Source: an optimization exercise on an open RTL-to-GDS flow (aim: small area). Production flows keep margins and buffers that such runs may drop. The RTL was checked by simulation tests, not by an equivalence proof against the original design. In run 6 the design's own scripts or RTL, not TritonCTS, make the clock network. The clock input has no modelled driver; a real chip could not lean on it and would need a root buffer or a full tree. No activity file was given, so power comes from the tool's default toggle rates.

$ cat flow/design.v
module clock_dividers(
	input clk_in,
	input rst,
	output clk_1hz,
	output clk_2hz,
	output clk_blink,
	output scan_tick,    
	output [1:0] scan_idx  
);
reg [7:0] c0;
reg scan;
reg [4:0] j;
reg [2:0] wave;
wire w0 = (c0 == 8'h24);
wire c0_zero = (c0 == 8'h00);
wire e1 = w0 & scan;
wire jw = j[4] & j[3];
always @(posedge clk_in) begin
	if (rst | w0)
		c0 <= 8'd0;
	else
		c0 <= {c0[6:0], ~(c0[7] ^ c0[6] ^ c0[5] ^ c0[0])};
end
wire e2 = e1 & jw;
wire j3c = e1 & j[2] & j[1] & j[0];
always @(posedge clk_in) begin
	if (rst) begin
		scan <= 1'b0;
		j <= 5'd0;
		wave <= 3'd0;
	end
	else begin
		scan <= scan ^ w0;
		j[0] <= j[0] ^ (e1 & ~jw);
		j[1] <= j[1] ^ (e1 & j[0]);
		j[2] <= j[2] ^ (e1 & j[1] & j[0]);
		j[3] <= j[3] ^ (e2 | j3c);
		j[4] <= j[4] ^ (e2 | (j3c & j[3]));
		wave[0] <= wave[0] ^ e2;
		wave[1] <= wave[1] ^ (e2 & wave[0]);
		wave[2] <= wave[2] ^ (e2 & wave[1] & wave[0]);
	end
end
assign clk_blink = wave[0];
assign clk_2hz = wave[1];
assign clk_1hz = wave[2];
assign scan_tick = scan & c0_zero;
assign scan_idx = j[1:0] + wave[1:0] + {1'b0, scan & ~c0_zero};
endmodule
module debouncer(
	input clk,
	input btn,
	output reg btn_out,
	output btn_rise
);
localparam [15:0] INV = 16'haaaa;
reg [15:0] sr;
wire [15:0] lfsr = sr ^ INV;
wire z = ~|lfsr[14:0];
wire fb = btn_out | (lfsr[15] ^ lfsr[14] ^ lfsr[12] ^ lfsr[3] ^ z);
always @(posedge clk) begin
	if (!btn) begin
		sr <= INV;
		btn_out <= 1'b0;
	end
	else begin
		sr <= {lfsr[14:0], fb} ^ INV;
		if (lfsr[15] & z)
			btn_out <= 1'b1;
	end
end
assign btn_rise = btn_out & z & ~lfsr[15];
endmodule
module display(
	input [3:0] number,
	output [6:0] seg
);
localparam [15:0] SEG_A = 16'hcc12;
localparam [15:0] SEG_B = 16'hec60;
localparam [15:0] SEG_C = 16'hcc04;
localparam [15:0] SEG_D = 16'h8892;
localparam [15:0] SEG_E = 16'hbaba;
localparam [15:0] SEG_F = 16'h888e;
localparam [15:0] SEG_G = 16'h8883;
assign seg = {SEG_G[number], SEG_F[number], SEG_E[number], SEG_D[number],
	SEG_C[number], SEG_B[number], SEG_A[number]};
endmodule
module counter(
	input rst,
	input pause,
	input adj,
	input sel,
	input clk_sys,
	input clk,
	input clk_adj,
	output [3:0] sec_1s,
	output [2:0] sec_10s,
	output [3:0] min_1s,
	output [2:0] min_10s
);
wire clk_sel = adj ? clk_adj : clk;
reg clk_sel_d;
always @(posedge clk_sys)
	clk_sel_d <= clk_sel;
wire tick = clk_sel & ~clk_sel_d & ~pause;
wire sec_wrap = sec_10s[2] & sec_10s[0] & sec_1s[3] & sec_1s[0];
wire inc_sec = tick & (~adj | sel);
wire inc_min = tick & (adj ? ~sel : sec_wrap);
bcd60 sec(.clk(clk_sys), .rst(rst), .inc(inc_sec), .ones(sec_1s), .tens(sec_10s));
bcd60 min(.clk(clk_sys), .rst(rst), .inc(inc_min), .ones(min_1s), .tens(min_10s));
endmodule
module bcd60(
	input clk,
	input rst,
	input inc,
	output reg [3:0] ones,
	output reg [2:0] tens
);
wire e1 = inc & ones[0];
wire e10 = e1 & ones[3];
always @(posedge clk) begin
	if (rst) begin
		ones <= 4'd0;
		tens <= 3'd0;
	end
	else begin
		ones[0] <= ones[0] ^ inc;
		ones[1] <= ones[1] ^ (e1 & ~ones[3]);
		ones[2] <= ones[2] ^ (e1 & ones[1]);
		ones[3] <= ones[3] ^ (e1 & (ones[3] | (ones[2] & ones[1])));
		tens[0] <= tens[0] ^ e10;
		tens[1] <= tens[1] ^ (e10 & tens[0] & ~tens[2]);
		tens[2] <= tens[2] ^ (e10 & tens[0] & (tens[2] | tens[1]));
	end
end
endmodule
module stopwatch(
	input clk,
	input rst,
	input pause,
	input sel,
	input adj,
	output [6:0] seg,
	output [3:0] an
);
wire rst_out;
wire pause_out;
wire pause_rise;
debouncer rst_btn(
	.clk(clk),
	.btn(rst),
	.btn_out(rst_out),
	.btn_rise()
);
debouncer pause_btn(
	.clk(clk),
	.btn(pause),
	.btn_out(pause_out),
	.btn_rise(pause_rise)
);
reg is_paused;
always @(posedge clk) begin
	if (rst_out)
		is_paused <= 1'b0;
	else if (pause_rise)
		is_paused <= ~is_paused;
end
wire clk_1hz, clk_2hz, clk_blink, scan_tick;
wire [1:0] scan_idx;
clock_dividers divs(
	.clk_in(clk),
	.rst(rst_out),
	.clk_1hz(clk_1hz),
	.clk_2hz(clk_2hz),
	.clk_blink(clk_blink),
	.scan_tick(scan_tick),
	.scan_idx(scan_idx)
);
wire [3:0] sec_1s, min_1s;
wire [2:0] sec_10s, min_10s;
counter count(
	.rst(rst_out),
	.pause(is_paused),
	.adj(adj),
	.sel(sel),
	.clk_sys(clk),
	.clk(clk_1hz),
	.clk_adj(clk_2hz),
	.sec_1s(sec_1s),
	.sec_10s(sec_10s),
	.min_1s(min_1s),
	.min_10s(min_10s)
);
reg [3:0] shown;
reg [3:0] digit;
always @* begin
	case (scan_idx)
		2'd0: digit = {1'b0, min_10s};
		2'd1: digit = min_1s;
		2'd2: digit = {1'b0, sec_10s};
		default: digit = sec_1s;
	endcase
end
wire blank = adj & ~clk_blink & (sel == scan_idx[1]);
always @(posedge clk) begin
	if (rst_out)
		shown <= 4'd15;
	else if (scan_tick)
		shown <= blank ? 4'd11 : digit;
end
display dec(
	.number(shown),
	.seg(seg)
);
wire on = ~&shown;
assign an[3] = ~(on & (scan_idx == 2'd1));
assign an[2] = ~(on & (scan_idx == 2'd2));
assign an[1] = ~(on & (scan_idx == 2'd3));
assign an[0] = ~(on & (scan_idx == 2'd0));
endmodule
$ cat flow/flow/run.sh
#!/bin/bash
# Own layout flow: the standard synthesis, then the combinational logic
# re-mapped for area with area-oriented ABC scripts (every register instance
# of the standard synthesis is kept as it is; the smallest of the mappings is
# used), then the standard layout steps with a leaner clock tree (no dummy
# loads, clkbuf_4 leaves in small clusters) and buf_1 port buffers.
# Each tool's output goes to a log file of its own in the work folder.
set -euo pipefail
WORK=$(pwd)
FLOWDIR=$WORK/flow
RES=$WORK/orfs/results/${FLOW_PLATFORM:-sky130hd}/stopwatch/base
YOSYS=${FLOW_HOME:-/OpenROAD-flow-scripts/flow}/../tools/install/yosys/bin/yosys
[ -x "$YOSYS" ] || YOSYS=yosys

bash standard.sh synth > "$WORK/run_synth.log" 2>&1
cp "$RES/1_2_yosys.v" "$WORK/standard_synth.v"

best=""
best_area=""
for script in "$FLOWDIR"/abc*.script; do
	n=$(basename "$script" .script)
	REMAP_SCRIPT=$script REMAP_OUT=remap_$n "$YOSYS" -c "$FLOWDIR/remap.tcl" > "$WORK/run_remap_$n.log" 2>&1 || continue
	a=$(awk '/Chip area/ {print $NF}' "$WORK/remap_$n.stat")
	echo "$n $a" >> "$WORK/remap_areas.txt"
	if [ -z "$best" ] || awk -v a="$a" -v b="$best_area" 'BEGIN {exit !(a < b)}'; then
		best=$n
		best_area=$a
	fi
done
echo "using $best $best_area" >> "$WORK/remap_areas.txt"
cp "$WORK/remap_$best.v" "$RES/1_2_yosys.v"
rm -f "$RES/1_synth.odb" "$RES/1_synth.sdc"
bash standard.sh \
	"CTS_ARGS=$(cat "$FLOWDIR/cts_args.txt")" \
	"BUFFER_PORTS_ARGS=-buffer_cell sky130_fd_sc_hd__buf_1" \
	finish > "$WORK/run_layout.log" 2>&1
$ cat flow/flow/abc1.script
strash
&get -n
&st
&syn2
&dch -f
&nf -R 1000
&put
strash
&get -n
&st
&syn2
&dch -f
&nf -R 1000
&put
$ cat flow/flow/abc2.script
strash
&get -n
&st
&syn2
&dch -f
&nf -R 1000
&put
strash
&get -n
&st
&syn2
&dch -f
&nf -R 1000
&put
strash
&get -n
&st
&syn2
&dch -f
&nf -R 1000
&put
strash
&get -n
&st
&syn2
&dch -f
&nf -R 1000
&put
$ cat flow/flow/abc3.script
strash
&get -n
&st
&syn2
&syn3
&dch -f
&nf -a -R 1000
&put
strash
&get -n
&st
&syn2
&dch -f
&nf -a -R 1000
&put
$ cat flow/flow/abc4.script
strash
ifraig
dc2
dch -f
amap
strash
dc2
dch -f
amap
$ cat flow/flow/cts_args.txt
-sink_clustering_enable -sink_clustering_size 10 -sink_clustering_max_diameter 50 -repair_clock_nets -dont_use_dummy_load -buf_list sky130_fd_sc_hd__clkbuf_4
$ cat flow/flow/remap.tcl
# Re-map the combinational cells of the standard synthesis for area. The
# flip-flop cells are black boxes, so they and their instance names stay.
# REMAP_SCRIPT names the ABC script, REMAP_OUT the output files' stem.
set lib $::env(FLOW_HOME)/platforms/sky130hd/lib/sky130_fd_sc_hd__tt_025C_1v80.lib
set dont_use {}
foreach c {sky130_fd_sc_hd__lpflow_bleeder_1 sky130_fd_sc_hd__lpflow_clkbufkapwr_1 sky130_fd_sc_hd__lpflow_clkbufkapwr_16 sky130_fd_sc_hd__lpflow_clkbufkapwr_2 sky130_fd_sc_hd__lpflow_clkbufkapwr_4 sky130_fd_sc_hd__lpflow_clkbufkapwr_8 sky130_fd_sc_hd__lpflow_clkinvkapwr_1 sky130_fd_sc_hd__lpflow_clkinvkapwr_16 sky130_fd_sc_hd__lpflow_clkinvkapwr_2 sky130_fd_sc_hd__lpflow_clkinvkapwr_4 sky130_fd_sc_hd__lpflow_clkinvkapwr_8 sky130_fd_sc_hd__lpflow_decapkapwr_12 sky130_fd_sc_hd__lpflow_decapkapwr_3 sky130_fd_sc_hd__lpflow_decapkapwr_4 sky130_fd_sc_hd__lpflow_decapkapwr_6 sky130_fd_sc_hd__lpflow_decapkapwr_8 sky130_fd_sc_hd__lpflow_inputiso0n_1 sky130_fd_sc_hd__lpflow_inputiso0p_1 sky130_fd_sc_hd__lpflow_inputiso1n_1 sky130_fd_sc_hd__lpflow_inputiso1p_1 sky130_fd_sc_hd__lpflow_inputisolatch_1 sky130_fd_sc_hd__lpflow_isobufsrc_1 sky130_fd_sc_hd__lpflow_isobufsrc_16 sky130_fd_sc_hd__lpflow_isobufsrc_2 sky130_fd_sc_hd__lpflow_isobufsrc_4 sky130_fd_sc_hd__lpflow_isobufsrc_8 sky130_fd_sc_hd__lpflow_isobufsrckapwr_16 sky130_fd_sc_hd__lpflow_lsbuf_lh_hl_isowell_tap_1 sky130_fd_sc_hd__lpflow_lsbuf_lh_hl_isowell_tap_2 sky130_fd_sc_hd__lpflow_lsbuf_lh_hl_isowell_tap_4 sky130_fd_sc_hd__lpflow_lsbuf_lh_isowell_4 sky130_fd_sc_hd__lpflow_lsbuf_lh_isowell_tap_1 sky130_fd_sc_hd__lpflow_lsbuf_lh_isowell_tap_2 sky130_fd_sc_hd__lpflow_lsbuf_lh_isowell_tap_4 sky130_fd_sc_hd__probe_p_8 sky130_fd_sc_hd__probec_p_8} { lappend dont_use -dont_use $c }
yosys read_liberty -ignore_miss_func $lib
yosys read_verilog standard_synth.v
yosys blackbox sky130_fd_sc_hd__df* sky130_fd_sc_hd__edf* sky130_fd_sc_hd__sdf* sky130_fd_sc_hd__dl*
yosys hierarchy -top stopwatch
yosys flatten
yosys opt_clean -purge
yosys abc -script $::env(REMAP_SCRIPT) -liberty $lib {*}$dont_use
yosys opt_clean -purge
yosys read_liberty -lib -overwrite $lib
yosys hilomap -singleton -hicell sky130_fd_sc_hd__conb_1 HI -locell sky130_fd_sc_hd__conb_1 LO
yosys insbuf -buf sky130_fd_sc_hd__buf_4 A X
yosys check -assert
yosys tee -o $::env(REMAP_OUT).stat stat -liberty $lib
yosys write_verilog -noattr -nohex -nodec $::env(REMAP_OUT).v
$ cat flow/standard.sh
#!/bin/bash
# synth_recipe.tcl (not shown) runs the flow's synth.tcl, then flattens the netlist and writes it again
# the make line also repeats each setting of config.mk as NAME=value (left out here)
make -C /OpenROAD-flow-scripts/flow DESIGN_CONFIG=/design/flow/config.mk WORK_HOME=/design/flow/orfs CLKGATE_MAP_FILE= SYNTH_SCRIPT=/design/flow/synth_recipe.tcl "${@:-finish}"
$ cat flow/config.mk
export PLATFORM = sky130hd
export DESIGN_NAME = stopwatch
export DESIGN_NICKNAME = stopwatch
export VERILOG_FILES = /design/flow/design.v
export SDC_FILE = /design/flow/constraint.sdc
export NUM_CORES = 4
export LEC_CHECK = 0
export CAP_MARGIN = 20
export CORE_MARGIN = 2
export CORE_UTILIZATION = 40
export SLEW_MARGIN = 20
$ cat flow/constraint.sdc
create_clock -name core_clock -period 10.0 [get_ports {clk}]
set_input_delay 2.0000 -clock core_clock [delete_from_list [all_inputs] [get_ports {clk}]]
set_output_delay 2.0000 -clock core_clock [all_outputs]
set_load 0.01 [all_outputs]
==> metrics.cfg, run 1 <==
[worst_setup_path]
crit_type = reg -> out
ff2ff_path_depth = 14
crit_chain = clkinv_1, nand2_1, nor3_1, nand3_1, nor3_1, nor2_1, or3_1, a22oi_1, clkinv_1, o21ai_0, or2_0, buf_1
worst-path-max-fanout = 8
reg2reg_to = shown[2]
critPathMaxStageDelay_ps = 490
endpoint_kind = output pin
crit_buf_inv = 3
critPathLaunchType = register
cp_slowest_cell = a22oi_1
crit_required_ps = 8000
crit_family = simple AND/OR/NAND/NOR gates
reg2reg_slack_ps = 7360
rr_startpoint = divs.c0[6]
worstPathArrival_ps = 2880

[placement]
globalplace.congestion = 0.7911
port_buffers = 15
hpwl_mm = 3.468
place_area_sq_um = 2766

[yosys]
netlist_area_sq_um = 2599
syn_inst = 319
ys_warn_count = 5
synth_area_per_cell_sq_um = 8.147
synth_nets = 324

[cts]
post_cts_resized = 0
cts_hold_buffers = 0
cts_sinks = 71
cts_made_buffers = 9
clock-root-buffer = clkbuf_4
cts_buffer_depth = 2
cts_tree = yes
cts_max_level = 3
clk_latency_ps = 410
clkTransAtPathRegs_ps = 120
cts_setup_buffers = 0

[min_path]
hold_end = pause_btn.sr[10]
worstHoldPathCells = 1
worstHoldStart = pause_btn.sr[9]
hold_class = reg -> reg

[timing]
fin_skew_ps = 38.11
hold_viol = 0
setup-tns-final_ps = 0
slew_violations = 0
rsz0062_at_grt = false
fin_hold_ws_ps = 384.0
setup_viol = 0
fmax_mhz = 205.1
tightest_slew_ps = 601.5
slew_headroom_pct = 59.90
fin_crit_ps = 4876
finalCritPeriodShare_pct = 48.76

[drt]
wl_met2_mm = 2.175
viasPerCell = 5.055
drc = 0
ant_nets = 0
wl_met1_mm = 2.316
wl_mm = 4.778
wl_met3_microns = 160
drt-initial-drc-count = 81
highest_layer = met4
drt_pass1_iterations = 4
via_count = 2133
post_drt_wl_per_cell_microns = 11.32

[cells_and_area]
layout.nets = 352
fill_cells = 650
utilization_pct = 44.89
multi_input_area_sq_um = 1042
diodes = 0
final_area_sq_um = 2834
register_area_sq_um = 1421
area_delta_synth_final_pct = 9.052
drive_gt1_share_pct = 3.188

[floorplan]
die_w_microns = 84.61
dieArea_sq_um = 7158
coreArea_sq_um = 6314
fp-row-count = 29
die_y_microns = 84.61
io_pins = 16
initial_core_util_pct = 41.16

[global_route]
grt_pass1_vias = 1895
grt.total_usage_pct = 14.94
grt_overflow = 0
grt_pass1_wl_mm = 8.514
grt_max_degree = 28
antenna_found_initial = 0

[outcome]
status = finished clean

[power_and_ir_drop]
power_uw = 745.6
power_density_nw_per_um2 = 263.1
leakage_uw = 0.001099
peakVddDrop_uv = 155.7

[job]
max_cap_violations = 0

## how the worst max path moves through the flow
stage | startpoint | to | slack [ps] | cells past startpoint
after global routing | divs.c0[6] | an[1] | 4760 | 12
final | divs.c0[6] | an[3] | 5120 | 12
after CTS | divs.c0[6] | an[3] | 5110 | 12
after detailed placement | divs.c0[6] | an[3] | 5570 | 12
after floorplan | divs.c0[6] | an[0] | 5650 | 10
after global placement | divs.c0[6] | an[1] | 5640 | 12
## final cells by class
type / instances / share of cell area (%)
clock buffer: 9 / 2.384
sequential: 71 / 50.15
tap: 77 / 3.400
inverter: 36 / 4.768
multi-input combinational: 212 / 36.78
timing repair buffer: 17 / 2.517
## through the flow
stage          std cells  worst slack, ps
6_report             422             5124
5_1_grt              422             4762
4_1_cts              422             5107
3_5_place_dp         413             5570
3_3_place_gp         413             5643
2_1_floorplan        319             5650
## registers in the layout, indices dropped and copies added (netlist names)
name and cells:
count.clk_sel_d 1, count.min.ones 4, count.min.tens 3, count.sec.ones 4, count.sec.tens 3, divs.c0 8
divs.j 5, divs.scan 1, divs.wave 3, is_paused 1, pause_btn.btn_out 1, pause_btn.sr 16
rst_btn.btn_out 1, rst_btn.sr 16, shown 4
## worst reg2reg max path: stages (launching register included)
cell and delay [ps]:
dfxtp_1 300, clkinv_1 50, nand2_1 60, nor3_1 140, nand3_1 120, nor3_1 300
nor2_1 90, o22ai_1 240, nand2_1 70, o21ai_0 80, buf_4 190, clkinv_1 210
o221ai_1 200, o21ai_0 130, a221o_1 370
## where the power goes
| group | internal [uW] | switching, uW |
|---|---|---|
| clock | 41.9 | 81.5 |
| sequential | 338 | 41.1 |
| combinational | 94.6 | 149 |
| total | 475 | 271 |
## cells in the final DEF, fill, tap and decap left out, drive strengths merged, types with 2 or more instances in the layout
| cell type | n |
|---|---|
| a221oi | 3 |
| or3 | 3 |
| or2 | 6 |
| a211oi | 6 |
| a22oi | 3 |
| o21ai | 20 |
| a31oi | 2 |
| nand2 | 38 |
| clkinv | 36 |
| clkbuf | 9 |
| and3 | 5 |
| nor3 | 16 |
| nor2 | 64 |
| a21oi | 19 |
| buf | 17 |
| and2 | 3 |
| o221ai | 2 |
| nand3 | 4 |
| o22a | 2 |
| o22ai | 6 |
| dfxtp | 71 |
## per-layer routing
metal / GRT usage (%) / up-vias
met5: 0 / -
met4: 8.658 / 0
met2: 22.83 / 31
li1: - / 1145
met1: 19.46 / 947
met3: 3.245 / 10
==> run 2, diff against run 1 <==
==> flow/flow/abc5.script (new file) <==
strash
&get -n
&st
&deepsyn -T 60
&dch -f
&nf -R 1000
&put
==> metrics.cfg, run 2 <==
[outcome]
status = finished clean

[yosys]
synth_nets = 288  ; -11%
syn_inst = 283  ; -11%
synth_area_per_cell_sq_um = 9.103  ; +12%
netlist_area_sq_um = 2576  ; -0.87%
ys_warn_count = 5  ; unchanged

[cts]
cts_setup_buffers = 0  ; unchanged
cts_buffer_depth = 2  ; unchanged
cts_tree = yes
cts_made_buffers = 9  ; unchanged
post_cts_resized = 0  ; unchanged
cts_sinks = 71  ; unchanged
cts_hold_buffers = 0  ; unchanged
cts_max_level = 3  ; unchanged
clk_latency_ps = 390  ; -20 ps
clkTransAtPathRegs_ps = 120  ; about the same
clock-root-buffer = clkbuf_4

[timing]
fin_crit_ps = 4735  ; -140.3 ps
tightest_slew_ps = 804.0  ; +202.4 ps
slew_violations = 0  ; unchanged
setup_viol = 0  ; unchanged
rsz0062_at_grt = false
setup-tns-final_ps = 0  ; unchanged
fin_skew_ps = 29.21  ; -8.902 ps
slew_headroom_pct = 46.33  ; -14 points
fmax_mhz = 211.2  ; +3.0%
hold_viol = 0  ; unchanged
finalCritPeriodShare_pct = 47.35  ; -1.4 points
fin_hold_ws_ps = 377.3  ; -6.672 ps

[drt]
viasPerCell = 5.042  ; -0.25%
ant_nets = 0  ; unchanged
drt-initial-drc-count = 92  ; +14%
post_drt_wl_per_cell_microns = 11.71  ; +3.4%
drt_pass1_iterations = 4  ; unchanged
wl_mm = 4.495  ; -5.9%
drc = 0  ; unchanged
via_count = 1936  ; -9.2%

[power_and_ir_drop]
peakVddDrop_uv = 170.4  ; +9.4%
power_uw = 775.1  ; +4.0%
power_density_nw_per_um2 = 277.2  ; +5.3%
leakage_uw = 0.001104  ; +0.47%

[floorplan]
dieArea_sq_um = 7099  ; -0.83%
coreArea_sq_um = 6277  ; -0.57%
initial_core_util_pct = 41.04  ; -0.12 points
die_w_microns = 84.26  ; -0.41%
fp-row-count = 29  ; unchanged
io_pins = 16  ; unchanged
die_y_microns = 84.26  ; -0.41%

[worst_setup_path]
endpoint_kind = output pin
crit_chain = nor4_1, nand2_1, nor3_1, nor2b_1, maj3_1, xnor2_1, and2_0, nand2_1, buf_1
critPathMaxStageDelay_ps = 380  ; -110 ps
cp_slowest_cell = maj3_1
worstPathArrival_ps = 2740  ; -140 ps
crit_type = reg -> out
worst_path_most_repeated_cell = nand2_1
crit_required_ps = 8000  ; about the same
worst-path-max-fanout = 5  ; -3
critPathLaunchType = register

[cells_and_area]
mostFrequentLayoutCells = dfxtp_1 (71), nand2_1 (45), nor2_1 (25)
drive_gt1_share_pct = 2.932  ; -0.26 points
final_common_cell = dfxtp_1
utilization_pct = 44.55  ; -0.34 points
area_delta_synth_final_pct = 8.548
layout.nets = 314  ; -11%
fill_cells = 634  ; -2.5%
reg.largest.list = pause_btn.sr (16), rst_btn.sr (16), divs.c0 (8)
final_area_sq_um = 2796  ; -1.3%
diodes = 0  ; unchanged

[placement]
port_buffers = 15  ; unchanged
hpwl_mm = 3.177  ; -8.4%
place_area_sq_um = 2729  ; -1.4%
globalplace.congestion = 0.8219  ; +3.9%

[job]
max_cap_violations = 0  ; unchanged

[global_route]
antenna_found_initial = 0  ; unchanged
grt_overflow = 0  ; unchanged
grt_pass1_vias = 1812  ; -4.4%
grt_pass1_wl_mm = 7.879  ; -7.5%
grt_max_degree = 22  ; -21%
grt.total_usage_pct = 13.99  ; -0.95 points

[min_path]
hold_class = reg -> reg

## run 2: per-layer routing
layer / routed length (microns) / part of all wire, % / vias to the layer above / track usage [%]
met3: 169 / 3.8 / 2 / 5.605
li1: - / - / 1027 / -
met5: 0 / 0 / - / 0
met1: 2315 / 52 / 879 / 18.16
met2: 1987 / 44 / 28 / 21.00
met4: 23 / 0.51 / 0 / 5.279
## run 2: where the power goes
part / switching, uW / leakage [uW] / internal, uW
Combinational: 137 / 0.000480 / 104
Sequential: 63.9 / 0.000583 / 348
Clock: 80.7 / 0.0000414 / 41.9
Total: 282 / 0.00110 / 493
## run 2: worst max-delay path, delay by kind of cell (launching register included)
family,cells,cell delay [ps]
xor gates and xnor gates,1,340
and+or+nand+nor,6,1190
buffers and inverters,1,140
DFF,1,330
adders and majority gates,1,380
## run 2: worst paths after layout
path	start	to	slack, ps	depth (start not counted)
worst max-delay path	divs.c0[0]	an[3]	5260	9
worst min register to register	pause_btn.sr[8]	pause_btn.sr[9]	380	1
worst min-delay path	pause_btn.sr[8]	pause_btn.sr[9]	380	1
worst max register to register	divs.c0[0]	shown[2]	7110	10
## run 2: layout make-up
cell class | count | area (sq um) | share of cell area (%)
flip-flops and latches | 71 | 1421 | 50.83
well taps | 77 | 96.34 | 3.445
clock buffers | 9 | 67.56 | 2.416
repair buffers | 15 | 56.30 | 2.013
multi-input cells | 208 | 1140 | 40.76
inverters | 4 | 15.01 | 0.5369
## run 2: stage by stage
stage | worst slack (ps) | instances
6_report | 5265 | 384
3_5_place_dp | 5667 | 375
2_1_floorplan | 5996 | 283
4_1_cts | 5228 | 384
3_3_place_gp | 5715 | 375
5_1_grt | 5009 | 384
==> run 3, diff against run 2 <==
--- a/flow/config.mk
+++ b/flow/config.mk
@@ -6,6 +6,7 @@
 export NUM_CORES = 4
 export LEC_CHECK = 0
-export CAP_MARGIN = 20
+export CAP_MARGIN = 0
 export CORE_MARGIN = 2
 export CORE_UTILIZATION = 40
-export SLEW_MARGIN = 20
+export GPL_TIMING_DRIVEN = 0
+export SLEW_MARGIN = 0
==> metrics.cfg, run 3 <==
[cts]
clock-root-buffer = clkbuf_4
cts_tree = yes
cts_buffer_depth = 2  ; unchanged
cts_max_level = 3  ; unchanged
cts_sinks = 71  ; unchanged
clk_latency_ps = 410  ; +20 ps
clkTransAtPathRegs_ps = 90  ; -30 ps
cts_hold_buffers = 0  ; unchanged
cts_made_buffers = 9  ; unchanged
post_cts_resized = 0  ; unchanged
cts_setup_buffers = 0  ; unchanged

[worst_setup_path]
crit_chain = nor4_1, nand2_1, nor3_1, nor2b_1, maj3_1, xnor2_1, and2_0, nand2_1, buf_1
worst_path_most_repeated_cell = nand2_1
cp_slowest_cell = maj3_1
worstPathArrival_ps = 2880  ; +140 ps
worstSetupStartpoint = divs.c0[0]
reg2reg_to = shown[2]
worst-path-max-fanout = 5  ; unchanged
cp_num_cells = 9  ; unchanged
rr_startpoint = divs.c0[0]
critPathLaunchType = register
critPathMaxStageDelay_ps = 380  ; about the same
worstSetupEndpoint = an[3]
endpoint_kind = output pin
crit_buf_inv = 1  ; unchanged
ff2ff_path_depth = 10  ; unchanged
reg2reg_slack_ps = 7020  ; -90 ps
crit_required_ps = 8000  ; about the same
crit_type = reg -> out
crit_family = simple AND/OR/NAND/NOR gates

[floorplan]
fp-row-count = 29  ; unchanged
die_w_microns = 84.26  ; unchanged
coreArea_sq_um = 6277  ; unchanged
initial_core_util_pct = 41.04  ; unchanged
die_y_microns = 84.26  ; unchanged
dieArea_sq_um = 7099  ; unchanged
io_pins = 16  ; unchanged

[timing]
finalCritPeriodShare_pct = 48.77  ; +1.4 points
slew_headroom_pct = 45.86  ; -0.46 points
fin_skew_ps = 34.82  ; +5.611 ps
slew_violations = 0  ; unchanged
fmax_mhz = 205.1  ; -2.9%
setup_viol = 0  ; unchanged
fin_hold_ws_ps = 371.8  ; -5.490 ps
rsz0062_at_grt = false
fin_crit_ps = 4877  ; +141.4 ps
hold_viol = 0  ; unchanged
tightest_slew_ps = 810.9  ; +6.960 ps
setup-tns-final_ps = 0  ; unchanged

[power_and_ir_drop]
power_density_nw_per_um2 = 277.9  ; +0.28%
power_uw = 777.2  ; +0.28%
peakVddDrop_uv = 164.4  ; -3.5%
leakage_uw = 0.001104  ; unchanged

[placement]
globalplace.congestion = 0.7641  ; -7.0%
hpwl_mm = 3.102  ; -2.4%
port_buffers = 15  ; unchanged
place_area_sq_um = 2729  ; unchanged
placedCellCount = 375  ; unchanged

[cells_and_area]
area_delta_synth_final_pct = 8.548  ; unchanged
fill_cells = 630  ; -0.63%
layout.nets = 314  ; unchanged
diodes = 0  ; unchanged
mostFrequentLayoutCells = dfxtp_1 (71), nand2_1 (45), nor2_1 (25)
reg.largest.list = pause_btn.sr (16), rst_btn.sr (16), divs.c0 (8)
finalNonFillerCells = 384  ; unchanged
final_common_cell = dfxtp_1
final_area_sq_um = 2796  ; unchanged
drive_gt1_share_pct = 2.932  ; unchanged

[drt]
viasPerCell = 4.990  ; -1.0%
drt_pass1_iterations = 6  ; +2
drt-initial-drc-count = 77  ; -16%
drc = 0  ; unchanged
ant_nets = 0  ; unchanged
post_drt_wl_per_cell_microns = 11.70  ; about the same
wl_mm = 4.492  ; about the same
via_count = 1916  ; -1.0%

[yosys]
ys_warn_count = 5  ; unchanged
syn_inst = 283  ; unchanged
synth_area_per_cell_sq_um = 9.103  ; unchanged
synth_nets = 288  ; unchanged
netlist_area_sq_um = 2576  ; unchanged

[global_route]
antenna_found_initial = 0  ; unchanged
grt_overflow = 0  ; unchanged
grt_max_degree = 22  ; unchanged
grt.total_usage_pct = 13.81  ; -0.18 points
grt_pass1_wl_mm = 7.935  ; +0.71%
grt_pass1_vias = 1789  ; -1.3%

[job]
max_cap_violations = 0  ; unchanged

[min_path]
hold_class = reg -> reg

[outcome]
status = finished clean

## run 3: cell counts in the layout (fill, tap and decap cells not counted)
No cell type changed its count.
## run 3: metrics by stage
stage | utilization, % | setup WS [ps]
after global placement | 43.47 | 5584
final | 44.55 | 5123
after global routing | 44.55 | 4895
after CTS | 44.55 | 5121
after floorplan | - | 5996
after detailed placement | 43.47 | 5580
## run 3: layer usage
layer  routed length, microns  up-vias  share of wire (%)  GRT usage (%)
li1                         -     1026                  -              -
met1                     2383      853                 53          17.55
met2                     1827       27                 41          20.85
met3                      163       10                3.6          3.835
met4                      116        0                2.6          8.358
met5                        0        -                  0              0
## run 3: power by group
group,internal [uW],switching [uW]
Clock,41.8,82.3
Combinational,104,140
Sequential,348,61.9
Total,493,284
## run 3: area by class of cell
cell class,instances,area [sq um],area share (%)
sequential,71,1421,50.83
multi-input combinational,208,1140,40.76
tap,77,96.34,3.445
clock buffer,9,67.56,2.416
timing repair buffer,15,56.30,2.013
inverter,4,15.01,0.5369
## run 3: worst min path at each step
stage,endpoint,startpoint,cells past startpoint,slack (ps)
global placement,rst_btn.sr[11],rst_btn.sr[10],1,370
finish,pause_btn.sr[9],pause_btn.sr[8],1,370
CTS,pause_btn.sr[9],pause_btn.sr[8],1,380
floorplan,pause_btn.sr[5],pause_btn.sr[4],1,360
global route,pause_btn.sr[9],pause_btn.sr[8],1,410
detailed placement,pause_btn.sr[5],pause_btn.sr[4],1,370
## run 3: worst register-to-register path: stages (launching register included)
cell	delay (ps)
dfxtp_1	340
nor4_1	300
nand2_1	120
nor3_1	230
nor2b_1	150
maj3_1	380
xnor2_1	370
nor2_1	180
a222oi_1	410
nand2_1	90
a221o_1	310
==> run 4, diff against run 3 <==
==> flow/flow/cts_args.txt (replaced) <==
-sink_clustering_enable -sink_clustering_size 20 -sink_clustering_max_diameter 60 -repair_clock_nets -dont_use_dummy_load -buf_list sky130_fd_sc_hd__clkbuf_8
--- a/flow/config.mk
+++ b/flow/config.mk
@@ -6,7 +6,6 @@
 export NUM_CORES = 4
 export LEC_CHECK = 0
-export CAP_MARGIN = 0
+export CAP_MARGIN = 20
 export CORE_MARGIN = 2
 export CORE_UTILIZATION = 40
-export GPL_TIMING_DRIVEN = 0
-export SLEW_MARGIN = 0
+export SLEW_MARGIN = 20
removed: flow/flow/abc5.script
==> metrics.cfg, run 4 <==
[outcome]
status = finished clean

[yosys]
syn_inst = 319  ; +13%
netlist_area_sq_um = 2599  ; +0.87%
ys_warn_count = 5  ; unchanged
synth_area_per_cell_sq_um = 8.147  ; -11%
synth_nets = 324  ; +13%

[global_route]
grt_pass1_vias = 1898  ; +6.1%
grt_pass1_wl_mm = 8.535  ; +7.6%
antenna_found_initial = 0  ; unchanged
grt_max_degree = 28  ; +27%
grt.total_usage_pct = 15.14  ; +1.3 points
grt_overflow = 0  ; unchanged

[drt]
wl_met2_mm = 2.198  ; +20%
via_count = 2119  ; +11%
drt_pass1_iterations = 4  ; -2
highest_layer = met4
drc = 0  ; unchanged
wl_mm = 4.784  ; +6.5%
wl_met1_mm = 2.322  ; -2.6%
post_drt_wl_per_cell_microns = 11.34  ; -3.1%
drt-initial-drc-count = 62  ; -19%
ant_nets = 0  ; unchanged
viasPerCell = 5.021  ; +0.64%
wl_met3_microns = 172  ; +5.5%

[floorplan]
fp-row-count = 29  ; unchanged
initial_core_util_pct = 41.16  ; +0.12 points
die_w_microns = 84.61  ; +0.42%
coreArea_sq_um = 6314  ; +0.58%
io_pins = 16  ; unchanged
die_y_microns = 84.61  ; +0.42%
dieArea_sq_um = 7158  ; +0.83%

[worst_setup_path]
crit_required_ps = 8000  ; about the same
rr_startpoint = divs.c0[6]
critPathMaxStageDelay_ps = 490  ; +110 ps
crit_type = reg -> out
ff2ff_path_depth = 14  ; +4
reg2reg_to = shown[2]
worst-path-max-fanout = 8  ; +3
worstPathArrival_ps = 2800  ; -80 ps
reg2reg_slack_ps = 7350  ; +330 ps
critPathLaunchType = register
crit_chain = clkinv_1, nand2_1, nor3_1, nand3_1, nor3_1, nor2_1, or3_1, a22oi_1, clkinv_1, o21ai_0, or2_0, buf_1
cp_slowest_cell = a22oi_1
endpoint_kind = output pin

[job]
max_cap_violations = 0  ; unchanged

[power_and_ir_drop]
peakVddDrop_uv = 163.0  ; -0.85%
leakage_uw = 0.001122  ; +1.6%
power_density_nw_per_um2 = 272.9  ; -1.8%

[min_path]
hold_class = reg -> reg
worstHoldPathCells = 1  ; unchanged
worstHoldStart = pause_btn.sr[6]
hold_end = pause_btn.sr[7]

[placement]
globalplace.congestion = 0.7911  ; +3.5%
pre_cts_ws_ps = 5570  ; -10.64 ps
placedCellCount = 413  ; +10%
port_buffers = 15  ; unchanged
hpwl_mm = 3.468  ; +12%

[cells_and_area]
final_common_cell = dfxtp_1
area_delta_synth_final_pct = 11.22
mostFrequentLayoutCells = dfxtp_1 (71), nor2_1 (64), nand2_1 (38)
fill_cells = 642  ; +1.9%
finalNonFillerCells = 422  ; +9.9%
layout.nets = 352  ; +12%
diodes = 0  ; unchanged
reg.largest.list = pause_btn.sr (16), rst_btn.sr (16), divs.c0 (8)
drive_gt1_share_pct = 3.188  ; +0.26 points

[cts]
cts_sinks = 71  ; unchanged
cts_made_buffers = 9  ; unchanged
cts_hold_buffers = 0  ; unchanged
cts_setup_buffers = 0  ; unchanged
cts_tree = yes
cts_buffer_depth = 2  ; unchanged
clk_latency_ps = 340  ; -70 ps
cts_max_level = 3  ; unchanged
clock-root-buffer = clkbuf_8
post_cts_resized = 0  ; unchanged
clkTransAtPathRegs_ps = 60  ; -30 ps

[timing]
hold_viol = 0  ; unchanged
slew_violations = 0  ; unchanged
rsz0062_at_grt = false
timing.final.ws_setup_ps = 5202  ; +79.10 ps
fin_crit_ps = 4798  ; -79.10 ps
fin_hold_ws_ps = 384.8  ; +13.01 ps
fin_skew_ps = 23.23  ; -11.59 ps
fmax_mhz = 208.4  ; +1.6%
tightest_slew_ps = 590.6  ; -220.3 ps
setup_viol = 0  ; unchanged
slew_headroom_pct = 60.63  ; +15 points
setup-tns-final_ps = 0  ; unchanged
finalCritPeriodShare_pct = 47.98  ; -0.79 points

-- run 4: worst max-delay path by stage --
stage,endpoint,slack [ps],start
2_1_floorplan,an[0],5650,divs.c0[6]
3_3_place_gp,an[1],5640,divs.c0[6]
3_5_place_dp,an[3],5570,divs.c0[6]
4_1_cts,an[3],5180,divs.c0[6]
5_1_grt,an[1],4840,divs.c0[6]
6_report,an[3],5200,divs.c0[6]
-- run 4: cell type report --
type / instances / area (sq um) / area share (%)
multi-input cells: 212 / 1042 / 36.06
well taps: 77 / 96.34 / 3.333
flip-flops and latches: 71 / 1421 / 49.18
repair buffers: 17 / 71.32 / 2.468
inverters: 36 / 135.1 / 4.675
clock buffers: 9 / 123.9 / 4.286
-- run 4: metrics by stage --
step | total power [uW] | utilization, % | instance area, sq um
2_1_floorplan | 558.0 | - | 2599
3_3_place_gp | 624.1 | 43.82 | 2766
3_5_place_dp | 629.5 | 43.82 | 2766
4_1_cts | 797.0 | 45.78 | 2890
5_1_grt | 854.1 | 45.78 | 2890
6_report | 788.6 | 45.78 | 2890
-- run 4: metal layers --
layer	GRT usage, %	up-vias
met1	19.33	932
met2	23.05	34
met3	4.720	8
met5	0	-
li1	-	1145
met4	7.792	0
-- run 4: power by group --
group / leakage [uW] / internal (uW) / switching [uW]
clock network: 0.0000647 / 80.1 / 86.1
logic: 0.000476 / 94.6 / 149
registers: 0.000582 / 339 / 40.7
-- run 4: critical path, delay by kind of cell, from the launching register on --
kind                   cells  cell delay (ps)
AND/OR/NAND/NOR            7             1190
buffers and inverters      3              380
flip-flops                 1              300
AO/OA/AOI/OAI              2              620
==> run 5, diff against run 4 <==
--- a/flow/design.v
+++ b/flow/design.v
@@ -10,10 +10,15 @@
 reg [7:0] c0;
 reg scan;
-reg [4:0] j;
+reg [2:0] jh;
+reg [1:0] r;
 reg [2:0] wave;
-wire w0 = (c0 == 8'h24);
-wire c0_zero = (c0 == 8'h00);
+wire c0_low = ~(c0[6] | c0[4] | c0[3] | c0[1] | c0[0]);
+wire w0 = c0_low & c0[5] & ~c0[7];
+wire c0_zero = c0_low & ~c0[5] & ~c0[2];
 wire e1 = w0 & scan;
-wire jw = j[4] & j[3];
+wire jw = jh[2] & jh[1];
+wire j_low3 = (r[0] ^ wave[0]) & ~(r[1] ^ r[0] ^ wave[1]);
+wire e2 = e1 & jw;
+wire ejh = e1 & j_low3;
 always @(posedge clk_in) begin
 	if (rst | w0)
@@ -22,19 +27,22 @@
 		c0 <= {c0[6:0], ~(c0[7] ^ c0[6] ^ c0[5] ^ c0[0])};
 end
-wire e2 = e1 & jw;
-wire j3c = e1 & j[2] & j[1] & j[0];
 always @(posedge clk_in) begin
 	if (rst) begin
 		scan <= 1'b0;
-		j <= 5'd0;
+		jh <= 3'd0;
+		r <= 2'd0;
 		wave <= 3'd0;
 	end
 	else begin
 		scan <= scan ^ w0;
-		j[0] <= j[0] ^ (e1 & ~jw);
-		j[1] <= j[1] ^ (e1 & j[0]);
-		j[2] <= j[2] ^ (e1 & j[1] & j[0]);
-		j[3] <= j[3] ^ (e2 | j3c);
-		j[4] <= j[4] ^ (e2 | (j3c & j[3]));
+		r[0] <= r[0] ^ e1;
+		r[1] <= r[1] ^ (e1 & r[0]);
+		if (e2)
+			jh <= 3'd0;
+		else begin
+			jh[0] <= jh[0] ^ ejh;
+			jh[1] <= jh[1] ^ (ejh & jh[0]);
+			jh[2] <= jh[2] ^ (ejh & jh[1] & jh[0]);
+		end
 		wave[0] <= wave[0] ^ e2;
 		wave[1] <= wave[1] ^ (e2 & wave[0]);
@@ -46,5 +54,5 @@
 assign clk_1hz = wave[2];
 assign scan_tick = scan & c0_zero;
-assign scan_idx = j[1:0] + wave[1:0] + {1'b0, scan & ~c0_zero};
+assign scan_idx = r + {1'b0, scan & ~c0_zero};
 endmodule
 module debouncer(
@@ -213,5 +221,5 @@
 	.seg(seg)
 );
-wire on = ~&shown;
+wire on = ~(shown[3] & shown[2]);
 assign an[3] = ~(on & (scan_idx == 2'd1));
 assign an[2] = ~(on & (scan_idx == 2'd2));
--- a/flow/flow/run.sh
+++ b/flow/flow/run.sh
@@ -20,5 +20,10 @@
 for script in "$FLOWDIR"/abc*.script; do
 	n=$(basename "$script" .script)
-	REMAP_SCRIPT=$script REMAP_OUT=remap_$n "$YOSYS" -c "$FLOWDIR/remap.tcl" > "$WORK/run_remap_$n.log" 2>&1 || continue
+	REMAP_SCRIPT=$script REMAP_OUT=remap_$n "$YOSYS" -c "$FLOWDIR/remap.tcl" > "$WORK/run_remap_$n.log" 2>&1 &
+done
+wait
+for script in "$FLOWDIR"/abc*.script; do
+	n=$(basename "$script" .script)
+	[ -f "$WORK/remap_$n.stat" ] && [ -f "$WORK/remap_$n.v" ] || continue
 	a=$(awk '/Chip area/ {print $NF}' "$WORK/remap_$n.stat")
 	echo "$n $a" >> "$WORK/remap_areas.txt"
==> flow/flow/abc_ds1.script (new file) <==
strash
&get -n
&st
&deepsyn -S 1 -T 90
&dch -f
&nf -R 1000
&put
==> flow/flow/abc_ds2.script (new file) <==
strash
&get -n
&st
&deepsyn -S 2 -T 90
&dch -f
&nf -R 1000
&put
==> flow/flow/abc_ds3.script (new file) <==
strash
&get -n
&st
&deepsyn -S 3 -T 90
&dch -f
&nf -R 1000
&put
==> flow/flow/cts_args.txt (replaced) <==
-sink_clustering_enable -sink_clustering_size 10 -sink_clustering_max_diameter 50 -repair_clock_nets -dont_use_dummy_load -buf_list sky130_fd_sc_hd__clkbuf_4
==> metrics.cfg, run 5 <==
[outcome]
status = finished clean

[timing]
slew_headroom_pct = 47.72  ; -13 points
hold_viol = 0  ; unchanged
tightest_slew_ps = 783.1  ; +192.5 ps
rsz0062_at_grt = false
fin_crit_ps = 3893  ; -904.3 ps
fin_skew_ps = 23.03  ; -0.2025 ps
finalCritPeriodShare_pct = 38.93  ; -9.0 points
setup_viol = 0  ; unchanged
slew_violations = 0  ; unchanged
setup-tns-final_ps = 0  ; unchanged
fmax_mhz = 256.8  ; +23%

[worst_setup_path]
worstSetupStartpoint = divs.c0[1]
worstPathArrival_ps = 1890  ; -910 ps
worst-path-max-fanout = 2  ; -6
critPathLaunchType = register
reg2reg_slack_ps = 7770  ; +420 ps
crit_type = reg -> out
endpoint_kind = output pin
rr_startpoint = divs.c0[1]
ff2ff_path_depth = 7  ; -7
reg2reg_to = divs.wave[2]
crit_required_ps = 8000  ; about the same

[placement]
globalplace.congestion = 0.7989  ; +0.99%
hpwl_mm = 3.082  ; -11%
placedCellCount = 364  ; -12%
port_buffers = 15  ; unchanged

[job]
max_cap_violations = 0  ; unchanged

[global_route]
grt_overflow = 0  ; unchanged
grt_max_degree = 23  ; -18%
grt.total_usage_pct = 13.36  ; -1.8 points
antenna_found_initial = 0  ; unchanged
grt_pass1_vias = 1743  ; -8.2%
grt_pass1_wl_mm = 7.569  ; -11%

[floorplan]
die_w_microns = 84.14  ; -0.56%
initial_core_util_pct = 40.92  ; -0.24 points
dieArea_sq_um = 7079  ; -1.1%
die_y_microns = 84.14  ; -0.56%
fp-row-count = 29  ; unchanged
coreArea_sq_um = 6277  ; -0.57%
io_pins = 16  ; unchanged

[cells_and_area]
mostFrequentLayoutCells = dfxtp_1 (71), nand2_1 (35), nor2b_1 (21)
reg.largest.list = pause_btn.sr (16), rst_btn.sr (16), divs.c0 (8)
register_area_sq_um = 1421  ; unchanged
fill_cells = 630  ; -1.9%
area_delta_synth_final_pct = 8.573
diodes = 0  ; unchanged
final_common_cell = dfxtp_1
multi_input_area_sq_um = 1132  ; +8.6%
layout.nets = 303  ; -14%
drive_gt1_share_pct = 3.378  ; +0.19 points
finalNonFillerCells = 373  ; -12%

[drt]
drt_pass1_iterations = 4  ; unchanged
ant_nets = 0  ; unchanged
wl_mm = 4.383  ; -8.4%
post_drt_wl_per_cell_microns = 11.75  ; +3.7%
drc = 0  ; unchanged
drt-initial-drc-count = 76  ; +23%
via_count = 1865  ; -12%
viasPerCell = 5.000  ; -0.42%

[cts]
clkTransAtPathRegs_ps = 120  ; +60 ps
cts_buffer_depth = 2  ; unchanged
cts_max_level = 3  ; unchanged
clock-root-buffer = clkbuf_4
cts_tree = yes
cts_hold_buffers = 0  ; unchanged
post_cts_resized = 0  ; unchanged
clk_latency_ps = 410  ; +70 ps
cts_sinks = 71  ; unchanged
cts_setup_buffers = 0  ; unchanged
cts_made_buffers = 9  ; unchanged

[min_path]
hold_class = reg -> reg
worstHoldStart = pause_btn.sr[8]
hold_end = pause_btn.sr[9]
worstHoldPathCells = 1  ; unchanged

[yosys]
synth_area_per_cell_sq_um = 9.444  ; +16%
netlist_area_sq_um = 2569  ; -1.2%
syn_inst = 272  ; -15%
ys_warn_count = 5  ; unchanged
synth_nets = 277  ; -15%

[power_and_ir_drop]
peakVddDrop_uv = 118.8  ; -27%
power_density_nw_per_um2 = 233.6  ; -14%
leakage_uw = 0.001067  ; -5.0%

run 5: worst max-delay path by stage:
stage	to	slack, ps	cells after the start
floorplan	an[3]	6720	7
global placement	an[1]	6530	8
detailed placement	an[1]	6520	8
CTS	an[1]	6080	8
global route	an[1]	5810	8
finish	an[1]	6110	8
run 5: layout make-up:
type,count,area share (%)
tap,77,3.454
clock buffer,9,2.423
inverter,4,0.5384
sequential,71,50.96
multi-input combinational,197,40.60
timing repair buffer,15,2.019
run 5: critical path, stage by stage (launching register included):
cell and delay, ps:
dfxtp_1 320, nor3_1 170, nand2_1 90, nor3_1 210, nor2b_1 90, xor2_1 160, a21boi_0 250, nand2_1 80
buf_1 140
run 5: layer usage:
layer	routed length [microns]	up-vias	track usage [%]
met1	2180	821	16.48
li1	-	1002	-
met2	1896	36	20.92
met3	248	6	5.998
met4	57	0	4.399
met5	0	-	0
run 5: report_power, final:
part / internal (uW) / total (uW) / leakage [uW] / switching, uW
Clock: 41.8 / 123 / 0.0000414 / 81.0
Combinational: 70.7 / 139 / 0.000443 / 68.4
Sequential: 338 / 390 / 0.000583 / 51.8
Total: 450 / 652 / 0.00107 / 201
run 5: through the flow:
stage / cell area, sq um / utilization, % / setup WS [ps] / total power, uW / hold slack [ps]
detailed placement: 2721 / 43.35 / 6519 / 536.8 / 372.4
global placement: 2721 / 43.35 / 6534 / 534.8 / 371.3
finish: 2789 / 44.43 / 6107 / 651.6 / 384.4
CTS: 2789 / 44.43 / 6081 / 660.7 / 383.5
floorplan: 2569 / - / 6715 / 493.5 / 359.7
global route: 2789 / 44.43 / 5808 / 698.6 / 378.5
==> run 6, diff against run 5 <==
--- a/flow/flow/run.sh
+++ b/flow/flow/run.sh
@@ -3,6 +3,6 @@
 # re-mapped for area with area-oriented ABC scripts (every register instance
 # of the standard synthesis is kept as it is; the smallest of the mappings is
-# used), then the standard layout steps with a leaner clock tree (no dummy
-# loads, clkbuf_4 leaves in small clusters) and buf_1 port buffers.
+# used), then the standard layout steps with a manual clock tree (see
+# pre_cts.tcl) and buf_1 port buffers.
 # Each tool's output goes to a log file of its own in the work folder.
 set -euo pipefail
@@ -37,5 +37,5 @@
 rm -f "$RES/1_synth.odb" "$RES/1_synth.sdc"
 bash standard.sh \
-	"CTS_ARGS=$(cat "$FLOWDIR/cts_args.txt")" \
+	"PRE_CTS_TCL=$FLOWDIR/pre_cts.tcl" \
 	"BUFFER_PORTS_ARGS=-buffer_cell sky130_fd_sc_hd__buf_1" \
 	finish > "$WORK/run_layout.log" 2>&1
==> flow/flow/manual_cts.tcl (new file) <==
# Manual clock tree, used in place of TritonCTS: the clock port drives nbuf
# clock buffers of cell bufname, each placed at the centre of a cluster of the
# flip-flops (balanced k-means on their placed positions) and driving it.
proc manual_clock_tree { nbuf bufname } {
  set block [ord::get_db_block]
  set db [ord::get_db]
  set clknet [$block findNet clk]
  set sinks {}
  foreach it [$clknet getITerms] {
    set inst [$it getInst]
    set bb [$inst getBBox]
    lappend sinks [list $it [expr {([$bb xMin] + [$bb xMax]) / 2.0}] [expr {([$bb yMin] + [$bb yMax]) / 2.0}]]
  }
  set n [llength $sinks]
  # initial centres: sinks sorted by x, picked evenly
  set sorted [lsort -real -index 1 $sinks]
  set cx {}; set cy {}
  for {set k 0} {$k < $nbuf} {incr k} {
    set s [lindex $sorted [expr {int(($k + 0.5) * $n / $nbuf)}]]
    lappend cx [lindex $s 1]; lappend cy [lindex $s 2]
  }
  set cap [expr {int(ceil(double($n) / $nbuf))}]
  for {set iter 0} {$iter < 30} {incr iter} {
    # balanced assignment: nearest centre with room, sinks taken by increasing distance
    set pairs {}
    set i 0
    foreach s $sinks {
      for {set k 0} {$k < $nbuf} {incr k} {
        set d [expr {abs([lindex $s 1] - [lindex $cx $k]) + abs([lindex $s 2] - [lindex $cy $k])}]
        lappend pairs [list $d $i $k]
      }
      incr i
    }
    set pairs [lsort -real -index 0 $pairs]
    array unset asg; array unset cnt
    for {set k 0} {$k < $nbuf} {incr k} { set cnt($k) 0 }
    foreach p $pairs {
      lassign $p d i k
      if {[info exists asg($i)] || $cnt($k) >= $cap} continue
      set asg($i) $k; incr cnt($k)
    }
    set ncx {}; set ncy {}
    for {set k 0} {$k < $nbuf} {incr k} {
      set sx 0.0; set sy 0.0; set m 0
      for {set i 0} {$i < $n} {incr i} {
        if {$asg($i) == $k} { set s [lindex $sinks $i]; set sx [expr {$sx + [lindex $s 1]}]; set sy [expr {$sy + [lindex $s 2]}]; incr m }
      }
      if {$m > 0} { lappend ncx [expr {$sx / $m}]; lappend ncy [expr {$sy / $m}] } else { lappend ncx [lindex $cx $k]; lappend ncy [lindex $cy $k] }
    }
    set cx $ncx; set cy $ncy
  }
  set master [$db findMaster $bufname]
  for {set k 0} {$k < $nbuf} {incr k} {
    set inst [odb::dbInst_create $block $master "clkbuf_m_$k"]
    set net [odb::dbNet_create $block "clknet_m_$k"]
    $net setSigType CLOCK
    [$inst findITerm A] connect $clknet
    [$inst findITerm X] connect $net
    $inst setLocation [expr {int([lindex $cx $k] - [$master getWidth] / 2)}] [expr {int([lindex $cy $k])}]
    $inst setPlacementStatus PLACED
    for {set i 0} {$i < $n} {incr i} {
      if {$asg($i) == $k} {
        set it [lindex [lindex $sinks $i] 0]
        $it disconnect
        $it connect $net
      }
    }
    puts "manual clock tree: $bufname clkbuf_m_$k drives $cnt($k) flip-flops"
  }
  global_connect
  set_propagated_clock [all_clocks]
}
==> flow/flow/pre_cts.tcl (new file) <==
# Sourced by ORFS's cts.tcl before it runs clock_tree_synthesis: replaces
# TritonCTS with the manual clock tree of manual_cts.tcl (the clock port
# drives four clkbuf_8, each placed at the centre of a cluster of about 18
# flip-flops and driving it). The rest of the CTS step (legalisation, timing
# repair) runs as usual.
source [file join [file dirname [info script]] manual_cts.tcl]
rename clock_tree_synthesis triton_clock_tree_synthesis
proc clock_tree_synthesis { args } {
  manual_clock_tree 4 sky130_fd_sc_hd__clkbuf_8
}
removed: flow/flow/cts_args.txt
==> metrics.cfg, run 6 <==
[drt]
drt-initial-drc-count = 109  ; +43%
post_drt_wl_per_cell_microns = 11.77  ; +0.20%
wl_mm = 4.333  ; -1.1%
ant_nets = 0  ; unchanged
drt_pass1_iterations = 4  ; unchanged
viasPerCell = 5.016  ; +0.33%
via_count = 1846  ; -1.0%
drc = 0  ; unchanged

[cts]
cts_hold_buffers = 0  ; unchanged
post_cts_resized = 0  ; unchanged
clk_latency_ps = 160  ; -250 ps
clkTransAtPathRegs_ps = 110  ; about the same
cts_setup_buffers = 0  ; unchanged

[cells_and_area]
multi_input_area_sq_um = 1132  ; unchanged
layout.nets = 298  ; -1.7%
fill_cells = 629  ; -0.16%
register_area_sq_um = 1421  ; unchanged
diodes = 0  ; unchanged
final_area_sq_um = 2776  ; -0.45%
mostFrequentLayoutCells = dfxtp_1 (71), nand2_1 (35), nor2b_1 (21)
reg.largest.list = pause_btn.sr (16), rst_btn.sr (16), divs.c0 (8)
area_delta_synth_final_pct = 8.086
final_common_cell = dfxtp_1
drive_gt1_share_pct = 1.718  ; -1.7 points

[global_route]
grt.total_usage_pct = 11.97  ; -1.4 points
antenna_found_initial = 0  ; unchanged
grt_pass1_wl_mm = 7.410  ; -2.1%
grt_max_degree = 23  ; unchanged
grt_pass1_vias = 1678  ; -3.7%
grt_overflow = 0  ; unchanged

[worst_setup_path]
rr_startpoint = divs.c0[1]
crit_chain = nor3_1, nand2_1, nor3_1, nor2b_1, xor2_1, a21boi_0, nand2_1, buf_1
crit_type = reg -> out
crit_required_ps = 8000  ; about the same
critPathMaxStageDelay_ps = 330  ; about the same
reg2reg_slack_ps = 7760  ; about the same
worst-path-max-fanout = 2  ; unchanged
reg2reg_to = divs.wave[2]
cp_num_cells = 8  ; unchanged
ff2ff_path_depth = 7  ; unchanged
crit_buf_inv = 1  ; unchanged
cp_slowest_cell = dfxtp_1
crit_family = simple AND/OR/NAND/NOR gates
worstPathArrival_ps = 1680  ; -210 ps
critPathLaunchType = register
endpoint_kind = output pin

[outcome]
status = finished clean

[power_and_ir_drop]
leakage_uw = 0.001054  ; -1.2%
power_density_nw_per_um2 = 228.5  ; -2.2%
peakVddDrop_uv = 122.3  ; +2.9%

[placement]
hpwl_mm = 3.082  ; unchanged
globalplace.congestion = 0.7989  ; unchanged
port_buffers = 15  ; unchanged
place_area_sq_um = 2721  ; unchanged

[timing]
fin_skew_ps = 10.67  ; -12.35 ps
finalCritPeriodShare_pct = 36.77  ; -2.2 points
fin_crit_ps = 3677  ; -216.9 ps
slew_violations = 0  ; unchanged
rsz0062_at_grt = false
hold_viol = 0  ; unchanged
tightest_slew_ps = 777.5  ; -5.581 ps
slew_headroom_pct = 48.09  ; +0.37 points
setup-tns-final_ps = 0  ; unchanged
setup_viol = 0  ; unchanged
fmax_mhz = 272.0  ; +5.9%

[yosys]
ys_warn_count = 5  ; unchanged
syn_inst = 272  ; unchanged
synth_nets = 277  ; unchanged
synth_area_per_cell_sq_um = 9.444  ; unchanged
netlist_area_sq_um = 2569  ; unchanged

[min_path]
hold_class = reg -> reg
worstHoldPathCells = 1  ; unchanged
worstHoldStart = pause_btn.sr[4]
hold_end = pause_btn.sr[5]

[floorplan]
coreArea_sq_um = 6277  ; unchanged
die_y_microns = 84.14  ; unchanged
die_w_microns = 84.14  ; unchanged
io_pins = 16  ; unchanged
initial_core_util_pct = 40.92  ; unchanged
fp-row-count = 29  ; unchanged
dieArea_sq_um = 7079  ; unchanged

[job]
max_cap_violations = 0  ; unchanged

## run 6: final cells by class
type	count	share of cell area (%)
Sequential cell	71	51.19
Multi-Input combinational cell	197	40.78
Tap cell	77	3.470
Timing Repair Buffer	15	2.028
Buffer	4	1.983
Inverter	4	0.5408
## run 6: worst max path at each step
stage                          start    end  slack (ps)
after floorplan           divs.c0[1]  an[3]        6720
after global placement    divs.c0[1]  an[1]        6530
after detailed placement  divs.c0[1]  an[1]        6520
after CTS                 divs.c0[1]  an[1]        6320
after global routing      divs.c0[1]  an[1]        6050
final                     divs.c0[1]  an[1]        6320
## run 6: worst reg2reg max path, stage by stage (launching register included)
cell and delay [ps]:
dfxtp_1 330, nor3_1 170, nand2_1 90, nor3b_1 480, nand2_1 280, nor3_1 500, and3_1 220, nor3_1 40
## run 6: power by group
group          switching (uW)  leakage [uW]  internal (uW)
sequential               52.0      0.000583            338
combinational            68.8      0.000443           70.7
clock                    68.0     0.0000288           37.2
total                     189       0.00105            446
## run 6: metal layers
layer	up-vias	track usage (%)	share of wire, %
met3	5	0.7866	3.3
met4	0	1.906	2.1
met2	30	19.99	43
li1	994	-	-
met1	817	17.48	52
met5	-	0	0
## run 6: per-stage QoR
step / power, uW / hold slack [ps] / utilization, % / setup WS [ps] / cells
floorplan: 493.5 / 359.7 / - / 6715 / 272
global placement: 534.8 / 371.3 / 43.35 / 6534 / 364
detailed placement: 536.8 / 372.4 / 43.35 / 6519 / 364
CTS: 640.4 / 397.8 / 44.23 / 6315 / 368
global route: 678.4 / 406.5 / 44.23 / 6049 / 368
finish: 634.5 / 394.2 / 44.23 / 6323 / 368

==> what the ideal ports hide <==
The flow's constraints put no driver on any port. The routed layouts listed below were extracted and timed again, unchanged, in two steps.
Step 1 (the two cells are an assumption about what drives the block):
set clk [get_ports {clk}]
set_driving_cell -lib_cell sky130_fd_sc_hd__clkbuf_16 $clk
set_driving_cell -lib_cell sky130_fd_sc_hd__buf_2 [delete_from_list [all_inputs] $clk]
Step 2 moves the port delays by t, midway between the first and last clock arrival at a register: inputs arrive t later, outputs are due t later. That takes back most of the time a late clock gives input paths.
Three values: ideal ports, drivers, drivers and shift; two values: the first two.
run	shift t [ns]	setup slack, ns	worst hold slack (ns)	worst setup path after step 2	worst data-port slew with drivers (ns)
run 1	0.414	5.124 / 5.097 / 5.511	0.384 / 0.384 / 0.384	register to output	0.03
run 2	0.400	5.265 / 5.239 / 5.639	0.377 / 0.377 / 0.377	register to output	0.03
run 3	0.417	5.123 / 5.098 / 5.515	0.372 / 0.372 / 0.372	register to output	0.03
run 4	0.354	5.202 / 5.172 / 5.526	0.385 / 0.385 / 0.385	register to output	0.03
run 5	0.417	6.107 / 6.081 / 6.498	0.384 / 0.384 / 0.384	register to output	0.04
run 6	0.215	6.323 / 6.265 / 6.480	0.394 / 0.394 / 0.394	register to output	0.04
After both steps setup and hold are still met in every run listed.
